This design comes from an exercise in tuning for small area, a short achievable clock period and few clock cycles on the open sky130 flow, not from production work.
In this exercise RTL edits were held to simulation tests only and were not proved equivalent to the original.
No activity file was given, so power comes from the tool's default toggle rates.

the previous run:
==> flow/design.v (excerpt) <==
module cpu(clk, reset, imem_addr, imem_data, dmem_addr, dmem_we, dmem_wdata, dmem_rdata, done);
clock: 10.0 ns
lec_check: 0
cap_margin: 20
core_margin: 2
core_utilization: 65
cts_buf_list: sky130_fd_sc_hd__clkbuf_16
cts_cluster_diameter: 80
cts_cluster_size: 24
slew_margin: 20
synth_hierarchical: 1
synth_minimum_keep_size: 0
standard.sh (not shown) runs the stock make flow with config.mk's settings and CLKGATE_MAP_FILE= SYNTH_SCRIPT=/design/flow/synth_recipe.tcl, a recipe that flattens the netlist after the stock synthesis.
==> flow/flow/run.sh <==
#!/bin/bash
# The standard layout, with two changes after the standard synthesis:
#  - timing repair aims MARGIN ns below the clock period (the SDC is unchanged);
#  - the clkdlybuf4s* delay cells are not used, so the port buffers that
#    buffer_ports inserts are plain buffers instead of delay cells.
set -euo pipefail
MARGIN=${MARGIN:-6.2}
DONT_USE="sky130_fd_sc_hd__probe_p_8 sky130_fd_sc_hd__probec_p_8 sky130_fd_sc_hd__lpflow_bleeder_1 sky130_fd_sc_hd__lpflow_clkbufkapwr_1 sky130_fd_sc_hd__lpflow_clkbufkapwr_16 sky130_fd_sc_hd__lpflow_clkbufkapwr_2 sky130_fd_sc_hd__lpflow_clkbufkapwr_4 sky130_fd_sc_hd__lpflow_clkbufkapwr_8 sky130_fd_sc_hd__lpflow_clkinvkapwr_1 sky130_fd_sc_hd__lpflow_clkinvkapwr_16 sky130_fd_sc_hd__lpflow_clkinvkapwr_2 sky130_fd_sc_hd__lpflow_clkinvkapwr_4 sky130_fd_sc_hd__lpflow_clkinvkapwr_8 sky130_fd_sc_hd__lpflow_decapkapwr_12 sky130_fd_sc_hd__lpflow_decapkapwr_3 sky130_fd_sc_hd__lpflow_decapkapwr_4 sky130_fd_sc_hd__lpflow_decapkapwr_6 sky130_fd_sc_hd__lpflow_decapkapwr_8 sky130_fd_sc_hd__lpflow_inputiso0n_1 sky130_fd_sc_hd__lpflow_inputiso0p_1 sky130_fd_sc_hd__lpflow_inputiso1n_1 sky130_fd_sc_hd__lpflow_inputiso1p_1 sky130_fd_sc_hd__lpflow_inputisolatch_1 sky130_fd_sc_hd__lpflow_isobufsrc_1 sky130_fd_sc_hd__lpflow_isobufsrc_16 sky130_fd_sc_hd__lpflow_isobufsrc_2 sky130_fd_sc_hd__lpflow_isobufsrc_4 sky130_fd_sc_hd__lpflow_isobufsrc_8 sky130_fd_sc_hd__lpflow_isobufsrckapwr_16 sky130_fd_sc_hd__lpflow_lsbuf_lh_hl_isowell_tap_1 sky130_fd_sc_hd__lpflow_lsbuf_lh_hl_isowell_tap_2 sky130_fd_sc_hd__lpflow_lsbuf_lh_hl_isowell_tap_4 sky130_fd_sc_hd__lpflow_lsbuf_lh_isowell_4 sky130_fd_sc_hd__lpflow_lsbuf_lh_isowell_tap_1 sky130_fd_sc_hd__lpflow_lsbuf_lh_isowell_tap_2 sky130_fd_sc_hd__lpflow_lsbuf_lh_isowell_tap_4"
DONT_USE="$DONT_USE sky130_fd_sc_hd__clkdlybuf4s15_1 sky130_fd_sc_hd__clkdlybuf4s15_2 sky130_fd_sc_hd__clkdlybuf4s18_1 sky130_fd_sc_hd__clkdlybuf4s18_2 sky130_fd_sc_hd__clkdlybuf4s25_1 sky130_fd_sc_hd__clkdlybuf4s25_2 sky130_fd_sc_hd__clkdlybuf4s50_1 sky130_fd_sc_hd__clkdlybuf4s50_2"
# standard synthesis, unchanged
bash standard.sh synth > synth.log 2>&1
# floorplan to final layout
bash standard.sh "SETUP_SLACK_MARGIN=$MARGIN" "DONT_USE_CELLS=$DONT_USE" finish > layout.log 2>&1
The previous run finished every stage and its layout cleared the timing, design-rule and antenna checks.
Testbench counts of the previous run, summed over its fixed seeds: cycles 51,781.
Here is what was changed in the inputs of the current run compared with the previous run.
--- a/flow/design.v
+++ b/flow/design.v
@@ -93,50 +93,59 @@
   CarryTree #(.N(31)) csign(.a(e_a[30:0]), .b(e_b[30:0]), .cin(e_cin), .co(e_c31));
   wire e_sign = e_shl ? e_shv[31] : (e_a[31] ^ e_b[31] ^ e_c31);
   wire [31:0] e_fwd = e_lw ? dmem_rdata : e_alu;
   wire [31:0] w_s, w_c;
   genvar q;
   generate
     for (q = 0; q < 32; q = q + 1) begin : csa
       FA f(.x(w_x[q]), .y(w_y[q]), .z(w_z[q]), .s(w_s[q]), .c(w_c[q]));
     end
   endgenerate
   wire [31:0] w_sum = w_s + {w_c[30:0], 1'b0};
-  wire m1e = e_valid & (e_dest == d_rb);
-  wire m1w = w_valid & (w_dest == d_rb);
-  wire m1x = x_valid & (x_dest == d_rb);
-  wire m2e = e_valid & (e_dest == ir_r2);
-  wire m2w = w_valid & (w_dest == ir_r2);
-  wire m2x = x_valid & (x_dest == ir_r2);
+  reg m1e, m1w, m1x, m2e, m2w, m2x;
   wire [31:0] v1r = m1w ? w_x : m1x ? x_res : rf1;
   wire [31:0] v1 = m1e ? e_fwd : v1r;
   wire [31:0] v2 = m2e ? e_fwd : m2w ? w_x : m2x ? x_res : rf2;
   wire d_stall = ir_valid & (((e_mul & m1e) | (w_mul & ~m1e & m1w)) & d_use1 |
                              ((e_mul & m2e) | (w_mul & ~m2e & m2w)) & d_use2 |
                              (e_lw & m2e & d_br) | (m1e & (d_op == OP_LW | d_sw)));
   wire d_go = ir_valid & ~d_stall & ~halted;
   wire e_zero = e_shl ? (e_shv == 32'b0) : e_sum_zero;
   wire v2_zero = m2e ? e_zero : m2w ? (w_x == 32'b0) : m2x ? (x_res == 32'b0) : rf2_zero;
   wire v2_neg = m2e ? e_sign : m2w ? w_x[31] : m2x ? x_res[31] : rf2[31];
   reg cond;
   always @(*) begin
     case (d_op)
       OP_BZ:   cond = v2_zero;
       OP_BGTZ: cond = ~v2_neg & ~v2_zero;
       OP_BLTZ: cond = v2_neg;
       default: cond = ~v2_neg;
     endcase
   end
   wire d_redirect = d_go & d_br & (cond != ir_pred);
   wire [4:0] s1_addr = d_stall ? d_rb : imem_data[22:18];
   wire [4:0] s2_addr = d_stall ? ir_r2 : f_r2;
+  wire d_ewr = d_go & d_wr;   
+  always @(posedge clk) begin
+    if (reset) begin
+      m1e <= 1'b0; m1w <= 1'b0; m1x <= 1'b0;
+      m2e <= 1'b0; m2w <= 1'b0; m2x <= 1'b0;
+    end else begin
+      m1e <= d_ewr & (d_ra == s1_addr);
+      m1w <= e_valid & (e_dest == s1_addr);
+      m1x <= w_valid & (w_dest == s1_addr);
+      m2e <= d_ewr & (d_ra == s2_addr);
+      m2w <= e_valid & (e_dest == s2_addr);
+      m2x <= w_valid & (w_dest == s2_addr);
+    end
+  end
   always @(posedge clk) begin
     if (reset) begin
       pc <= 12'd0;
       ir_valid <= 1'b0;
       ir_pred <= 1'b0;
       halted <= 1'b0;
     end else begin
       if (d_redirect) begin
         pc <= ir_alt;
         ir_valid <= 1'b0;
       end else if (!d_stall) begin
Findings:
- Number of antenna violations at the first check in global routing in the current run is 1 lower than in the previous run
- Post-place instance area | the current run below the previous run
- Across both runs, worst endpoint required time was lower for the current run than for the previous run.
- Going from the previous run to the current run, multi-input combinational gate total moved down, DRC violation total after the first TritonRoute iteration has decreased.
Testbench counts of the current run, summed over its fixed seeds: cycles 51,781.


Starting RTL as in the previous note.
## cpu
module cpu(clk, reset, imem_addr, imem_data, dmem_addr, dmem_we, dmem_wdata, dmem_rdata, done);
  input clk, reset;
  output [11:0] imem_addr;
  input [31:0] imem_data;
  output [15:0] dmem_addr;
  output dmem_we;
  output [31:0] dmem_wdata;
  input [31:0] dmem_rdata;
  output done;
  localparam OP_NOP = 4'b0000, OP_ADD = 4'b0001, OP_SUB = 4'b0010, OP_MUL = 4'b0011,
             OP_ADDI = 4'b0100, OP_SUBI = 4'b0101, OP_MULI = 4'b0110, OP_SHLI = 4'b0111,
             OP_LW = 4'b1000, OP_SW = 4'b1001, OP_J = 4'b1010, OP_BZ = 4'b1011,
             OP_BGTZ = 4'b1100, OP_BLTZ = 4'b1101, OP_BGEZ = 4'b1110, OP_HALT = 4'b1111;
  integer m;
  reg [11:0] pc;
  reg [31:0] ir;
  reg ir_valid;
  reg ir_pred;           
  reg [11:0] ir_alt;     
  reg [4:0] ir_r2;       
  reg [31:1] s1, s2;     
  reg halted;
  wire [3:0] f_op = imem_data[31:28];
  wire f_jump = (f_op == OP_J);
  wire f_br = (f_op == OP_BZ) | (f_op == OP_BGTZ) | (f_op == OP_BLTZ) | (f_op == OP_BGEZ);
  wire f_back = f_br && (imem_data[13:2] <= pc);
  wire [11:0] pc_inc = pc + 12'd1;
  wire f_ra2 = (f_op == OP_SW) | f_br;
  wire [4:0] f_r2 = f_ra2 ? imem_data[27:23] : imem_data[17:13];
  wire [3:0] d_op = ir[31:28];
  wire [4:0] d_ra = ir[27:23], d_rb = ir[22:18];
  wire d_rtype = (d_op == OP_ADD) | (d_op == OP_SUB) | (d_op == OP_MUL);
  wire d_itype = (d_op == OP_ADDI) | (d_op == OP_SUBI) | (d_op == OP_MULI) | (d_op == OP_SHLI) | (d_op == OP_LW);
  wire d_sw = (d_op == OP_SW);
  wire d_br = (d_op == OP_BZ) | (d_op == OP_BGTZ) | (d_op == OP_BLTZ) | (d_op == OP_BGEZ);
  wire d_halt = (d_op == OP_HALT);
  wire d_use1 = d_rtype | d_itype | d_sw;
  ...
==> flow/config.mk <==
export PLATFORM = sky130hd
export DESIGN_NAME = cpu
export DESIGN_NICKNAME = cpu
export VERILOG_FILES = /design/flow/design.v
export SDC_FILE = /design/flow/constraint.sdc
export NUM_CORES = 4
export LEC_CHECK = 0
export CAP_MARGIN = 20
export CORE_MARGIN = 2
export CORE_UTILIZATION = 65
export CTS_BUF_LIST = sky130_fd_sc_hd__clkbuf_16
export CTS_CLUSTER_DIAMETER = 80
export CTS_CLUSTER_SIZE = 28
export SLEW_MARGIN = 20
export SYNTH_HIERARCHICAL = 1
export SYNTH_MINIMUM_KEEP_SIZE = 0
==> flow/constraint.sdc <==
create_clock -name core_clock -period 10.0 [get_ports {clk}]
set_input_delay 2.0000 -clock core_clock [delete_from_list [all_inputs] [get_ports {clk}]]
set_output_delay 2.0000 -clock core_clock [all_outputs]
set_load 0.01 [all_outputs]
Scripts as last shown in full above: flow/flow/run.sh
Testbench counts at the start, summed over its fixed seeds: cycles 51,781.
Next try:
--- a/flow/design.v
+++ b/flow/design.v
@@ -95,24 +95,19 @@
   wire [31:0] e_fwd = e_lw ? dmem_rdata : e_alu;
   wire [31:0] w_s, w_c;
   genvar q;
   generate
     for (q = 0; q < 32; q = q + 1) begin : csa
       FA f(.x(w_x[q]), .y(w_y[q]), .z(w_z[q]), .s(w_s[q]), .c(w_c[q]));
     end
   endgenerate
   wire [31:0] w_sum = w_s + {w_c[30:0], 1'b0};
-  wire m1e = e_valid & (e_dest == d_rb);
-  wire m1w = w_valid & (w_dest == d_rb);
-  wire m1x = x_valid & (x_dest == d_rb);
-  wire m2e = e_valid & (e_dest == ir_r2);
-  wire m2w = w_valid & (w_dest == ir_r2);
-  wire m2x = x_valid & (x_dest == ir_r2);
+  reg m1e, m1w, m1x, m2e, m2w, m2x;
   wire [31:0] v1r = m1w ? w_x : m1x ? x_res : rf1;
   wire [31:0] v1 = m1e ? e_fwd : v1r;
   wire [31:0] v2 = m2e ? e_fwd : m2w ? w_x : m2x ? x_res : rf2;
   wire d_stall = ir_valid & (((e_mul & m1e) | (w_mul & ~m1e & m1w)) & d_use1 |
                              ((e_mul & m2e) | (w_mul & ~m2e & m2w)) & d_use2 |
                              (e_lw & m2e & d_br) | (m1e & (d_op == OP_LW | d_sw)));
   wire d_go = ir_valid & ~d_stall & ~halted;
   wire e_zero = e_shl ? (e_shv == 32'b0) : e_sum_zero;
   wire v2_zero = m2e ? e_zero : m2w ? (w_x == 32'b0) : m2x ? (x_res == 32'b0) : rf2_zero;
@@ -123,18 +118,32 @@
       OP_BZ:   cond = v2_zero;
       OP_BGTZ: cond = ~v2_neg & ~v2_zero;
       OP_BLTZ: cond = v2_neg;
       default: cond = ~v2_neg;
     endcase
   end
   wire d_redirect = d_go & d_br & (cond != ir_pred);
   wire [4:0] s1_addr = d_stall ? d_rb : imem_data[22:18];
   wire [4:0] s2_addr = d_stall ? ir_r2 : f_r2;
+  wire d_ewr = d_go & d_wr;   
+  always @(posedge clk) begin
+    if (reset) begin
+      m1e <= 1'b0; m1w <= 1'b0; m1x <= 1'b0;
+      m2e <= 1'b0; m2w <= 1'b0; m2x <= 1'b0;
+    end else begin
+      m1e <= d_ewr & (d_ra == s1_addr);
+      m1w <= e_valid & (e_dest == s1_addr);
+      m1x <= w_valid & (w_dest == s1_addr);
+      m2e <= d_ewr & (d_ra == s2_addr);
+      m2w <= e_valid & (e_dest == s2_addr);
+      m2x <= w_valid & (w_dest == s2_addr);
+    end
+  end
   always @(posedge clk) begin
     if (reset) begin
       pc <= 12'd0;
       ir_valid <= 1'b0;
       ir_pred <= 1'b0;
       halted <= 1'b0;
     end else begin
       if (d_redirect) begin
         pc <= ir_alt;
Result:
- final cell count decreases by 0.47%
- final area decreases by 0.54%
- power decreases by 1.4%
- synthesized cell count decreases by 0.75%
- critical path depth increases by 4
- clock skew decreases by 0.0079 ns
- setup slack degrades by 0.10 ns
Testbench counts after the change, summed over its fixed seeds: cycles 51,781.

## port drivers added, routing unchanged
The results above use ideal ports. As a check the final layouts listed here were re-extracted and re-timed, cells and wires unchanged. Step 1: set_driving_cell puts a clkbuf_16 on clk and a buf_2 on each other input, an assumption about the parent block. Step 2 also shifts input and output timing later by t, the mid clock arrival at the registers, as if the neighbouring blocks saw the same clock. Three values: ideal, step 1, step 2; two values: the first two.
| run | shift t [ns] | setup slack, ns | worst data-port slew with drivers (ns) | pins driven straight from the clock port |
|---|---|---|---|---|
| the previous run | 0.766 | 6.104 / 6.104 / 5.502 | 0.05 | 1 |
| the current run | 0.773 | 5.972 / 5.972 / 5.377 | 0.05 | 1 |
| the first run of note 2 | 0.766 | 6.115 / 6.115 / 5.530 | 0.05 | 1 |
| the second run of note 2 | 0.755 | 6.011 / 6.011 / 5.390 | 0.06 | 1 |
After both steps every run listed still meets setup and hold. For the second run of note 2, which loses most, drivers alone change the setup slack by 0.000 ns; drivers and shift together by -0.621 ns.
